Background: an optimization exercise with open tools, aiming at small area, a short achievable clock period and few clock cycles per item. Do not read the settings as production practice. At most, simulation tests tie the RTL to the original design; equivalence was not proved. Power is estimated from default activity; no workload was simulated.

Design bubble_sort_unit, start of the top module:
module bubble_sort_unit(
    input wire       CLK,
    input wire       RST,
    input wire       start_i,
    input wire  [8-1:0] in_data0_i,
    input wire  [8-1:0] in_data1_i,
    input wire  [8-1:0] in_data2_i,
    input wire  [8-1:0] in_data3_i,
    input wire  [8-1:0] in_data4_i,
    input wire  [8-1:0] in_data5_i,
    input wire  [8-1:0] in_data6_i,
    input wire  [8-1:0] in_data7_i,
    input wire  [8-1:0] in_data8_i,
    output wire [8-1:0] out_data0_o,
    output wire [8-1:0] out_data1_o,
    output wire [8-1:0] out_data2_o,
    output wire [8-1:0] out_data3_o,
    output wire [8-1:0] out_data4_o,
    output wire [8-1:0] out_data5_o,
    output wire [8-1:0] out_data6_o,
    output wire [8-1:0] out_data7_o,
    output wire [8-1:0] out_data8_o,
    output wire valid_o
);
    localparam W = 8;
    reg         busy_r;
    reg [W-1:0] d_r [0:8];
    reg [3:0]   swap_a_r, keep_a_r;
    reg         load_r;
    wire [W-1:0] in_w [0:8];
    assign in_w[0] = in_data0_i;
    assign in_w[1] = in_data1_i;
    assign in_w[2] = in_data2_i;
    assign in_w[3] = in_data3_i;
    assign in_w[4] = in_data4_i;
    assign in_w[5] = in_data5_i;
    assign in_w[6] = in_data6_i;
    assign in_w[7] = in_data7_i;
    assign in_w[8] = in_data8_i;
    wire [W-1:0] m_w [0:8];
    wire [W-1:0] b_w [0:8];
    wire [3:0]   swap_a_nx_w;
    genvar i;
    generate
  ...
For scale: roughly 82 flip-flops, roughly 150 I/O pins, roughly 6600 um^2 of cells after synthesis.
==> flow/config.mk <==
export PLATFORM = sky130hd
export DESIGN_NAME = bubble_sort_unit
export DESIGN_NICKNAME = bubble_sort_unit
export VERILOG_FILES = /design/flow/design.v
export SDC_FILE = /design/flow/constraint.sdc
export NUM_CORES = 4
export LEC_CHECK = 0
export CAP_MARGIN = 20
export CORE_MARGIN = 2
export CORE_UTILIZATION = 40
export SETUP_SLACK_MARGIN = 2.4
export SLEW_MARGIN = 20
export SYNTH_HIERARCHICAL = 1
==> flow/constraint.sdc <==
create_clock -name core_clock -period 5.0 [get_ports {CLK}]
set_input_delay 1.0000 -clock core_clock [delete_from_list [all_inputs] [get_ports {CLK}]]
set_output_delay 1.0000 -clock core_clock [all_outputs]
set_load 0.01 [all_outputs]
standard.sh (not shown) runs the stock make flow with config.mk's settings and CLKGATE_MAP_FILE= SYNTH_SCRIPT=/design/flow/synth_recipe.tcl, a recipe that flattens the netlist after the stock synthesis.
==> flow/flow/run.sh <==
#!/bin/bash
# The standard layout, with the port buffers made from the smallest buffer
# cell and a clock tree of smaller buffers without dummy loads.
set -euo pipefail
bash standard.sh \
  'BUFFER_PORTS_ARGS=-buffer_cell sky130_fd_sc_hd__buf_1' \
  'CTS_ARGS=-sink_clustering_enable -repair_clock_nets -dont_use_dummy_load -buf_list sky130_fd_sc_hd__clkbuf_8' \
  finish > standard_flow.log 2>&1
Rerun with:
- SETUP_SLACK_MARGIN: 2.4 -> 2.1
What happened: The changed run ran to the end with no violations. Sequential power is about the same. Clock skew fell by 0.014 ns. Power fell by 9.3%.
No run of this note included a check of the RTL's function; only the layout flow was run.

bubble_sort_unit, a different RTL version from the one above (not shown whole).
For scale: roughly 82 flip-flops, roughly 5900 sq um of cells after synthesis.
export LEC_CHECK = 0
export CAP_MARGIN = 20
export CORE_MARGIN = 2
export CORE_UTILIZATION = 40
export SLEW_MARGIN = 20
create_clock -name core_clock -period 5.0 [get_ports {CLK}]
==> flow/flow/run.sh <==
#!/bin/bash
# The standard layout, with the port buffers made from the smallest buffer cell.
set -euo pipefail
bash standard.sh 'BUFFER_PORTS_ARGS=-buffer_cell sky130_fd_sc_hd__buf_1' finish > standard_flow.log 2>&1
The baseline completed without violations.
Then changed:
Settings changed: SETUP_SLACK_MARGIN set to 2.6.
After rerunning:
- non-clock buffer count came out higher by 14
- power increases by a little under a tenth
- worst hold slack got worse by 0.022 ns
- setup slack improved by 0.69 ns
- clock-buffer cell count came out lower by 3
- final cell count goes up slightly
- via count climbs by a few percent
No functional check of the RTL was part of any run of this note.

Setup of zinc:
bubble_sort_unit, a different RTL version from the one above (not shown whole).
For scale: roughly 550 cells after synthesis, about 75 flip-flops, ~5300 um^2 of cells after synthesis.
Settings: LEC_CHECK=0, CAP_MARGIN=20, CORE_MARGIN=2, CORE_UTILIZATION=40, SLEW_MARGIN=20; clock period 5.0 ns.
run.sh (not shown) runs the stock make flow with config.mk's settings and CLKGATE_MAP_FILE= SYNTH_SCRIPT=/design/flow/synth_recipe.tcl, a recipe that flattens the netlist after the stock synthesis.
Stock flow here: none of the scripts above is used.
zinc: flow completed, timing, DRC and antenna clean
Testbench counts of zinc, summed over its fixed seeds: cycles 26,749, items 2,400.
Input-level comparison between garnet and zinc:
==> flow/flow/run.sh (new file) <==
#!/bin/bash
# The standard layout, with the port buffers made from the smallest buffer cell.
set -euo pipefail
bash standard.sh 'BUFFER_PORTS_ARGS=-buffer_cell sky130_fd_sc_hd__buf_1' finish > standard_flow.log 2>&1
==> flow/standard.sh (new file) <==
#!/bin/bash
# synth_recipe.tcl (not shown) runs the flow's synth.tcl, then flattens the netlist and writes it again
# the make line also repeats each setting of config.mk as NAME=value (left out here)
make -C /OpenROAD-flow-scripts/flow DESIGN_CONFIG=/design/flow/config.mk WORK_HOME=/design/flow/orfs CLKGATE_MAP_FILE= SYNTH_SCRIPT=/design/flow/synth_recipe.tcl "${@:-finish}"
removed: flow/run.sh
### Flow results
Reported for zinc and garnet, overall die area turned out identical to the last digit. On filler-free cell count of the finished design, zinc and garnet are basically level. Diff zinc -> garnet | global routing usage on met3 | increase of 1.3 points.

## v11
Another version of the RTL of bubble_sort_unit (not shown whole).
Size: about 80 flip-flops, ~0.0061 mm^2 of cells after synthesis.
Settings: LEC_CHECK=0, CAP_MARGIN=20, CORE_MARGIN=2, CORE_UTILIZATION=40, SETUP_SLACK_MARGIN=1.8, SLEW_MARGIN=20; clock period 5.0 ns.
standard.sh (not shown) runs the stock make flow with config.mk's settings and CLKGATE_MAP_FILE= SYNTH_SCRIPT=/design/flow/synth_recipe.tcl, a recipe that flattens the netlist after the stock synthesis.
==> flow/flow/run.sh <==
#!/bin/bash
# The standard layout, with the port buffers made from the smallest buffer
# cell and a clock tree of smaller buffers without dummy loads.
set -euo pipefail
bash standard.sh \
  'BUFFER_PORTS_ARGS=-buffer_cell sky130_fd_sc_hd__buf_1' \
  'CTS_ARGS=-sink_clustering_enable -repair_clock_nets -dont_use_dummy_load -buf_list sky130_fd_sc_hd__clkbuf_8' \
  finish > standard_flow.log 2>&1
The following lists how v22 was set up differently from v11:
Settings: a change of SETUP_SLACK_MARGIN from 1.8 to 2.2.
Results
Looking at the reports, v22 completed the entire flow and the layout it produced met the timing, DRC and antenna checks. In v22 relative to v11, detailed-routed wire length on met2 had gone up by more than 10%. Sequential power: v22 > v11. In the flow results for v11 and v22, the post-layout worst setup margin is larger on v22. Multi-input combinational cell count in v22 is 3 higher than in v11. Final critical-path share of the clock period: v22 vs v11 down 5.5 points. Going from v11 to v22, wire length of the first global-routing pass has increased; number of placed instances, taps included now sits lower; hold slack neither gained nor lost much.
No functional check of the RTL was part of any run of this note.

## what the ideal ports hide
The flow's constraints put no driver on any port. The routed layouts listed below were extracted and timed again, unchanged, in two steps. Step 1, drivers: a clkbuf_16 drives CLK and a buf_2 each remaining input, both assumed. Step 2 moves the port delays by t, midway between the first and last clock arrival at a register: inputs arrive t later, outputs are due t later. That takes back most of the time a late clock gives input paths. Three values: no drivers, after step 1, after step 2; two values: the first two.
| run | t (ns) | slack for setup (ns) | worst hold slack (ns) | worst setup path after step 2 | cell pins on the clock port's net |
|---|---|---|---|---|---|
| the first run of note 1 | 0.393 | 2.148 / 2.166 / 1.773 | 0.443 / 0.461 / 0.598 | input to register | 1 |
| the second run of note 1 | 0.395 | 2.216 / 2.216 / 1.870 | 0.409 / 0.417 / 0.594 | input to register | 1 |
| the first run of note 2 | 0.367 | 1.880 / 1.843 / 1.985 | 0.457 / 0.452 / 0.596 | register to register | 1 |
| the second run of note 2 | 0.383 | 2.570 / 2.525 / 2.571 | 0.436 / 0.413 / 0.591 | input to register | 1 |
| zinc | 0.384 | 2.072 / 2.072 / 2.072 | 0.594 / 0.594 / 0.594 | register to register | 1 |
| garnet | 0.380 | 2.067 / 2.067 / 2.067 | 0.460 / 0.459 / 0.584 | register to register | 1 |
| v11 | 0.406 | 1.816 / 1.816 / 1.654 | 0.429 / 0.427 / 0.429 | input to register | 1 |
| v22 | 0.412 | 2.090 / 2.090 / 1.850 | 0.428 / 0.411 / 0.438 | input to register | 1 |
After both steps every run listed still meets setup and hold. The setup slack of the first run of note 1, which loses most, moves by +0.018 ns with the drivers and by -0.375 ns with both steps.
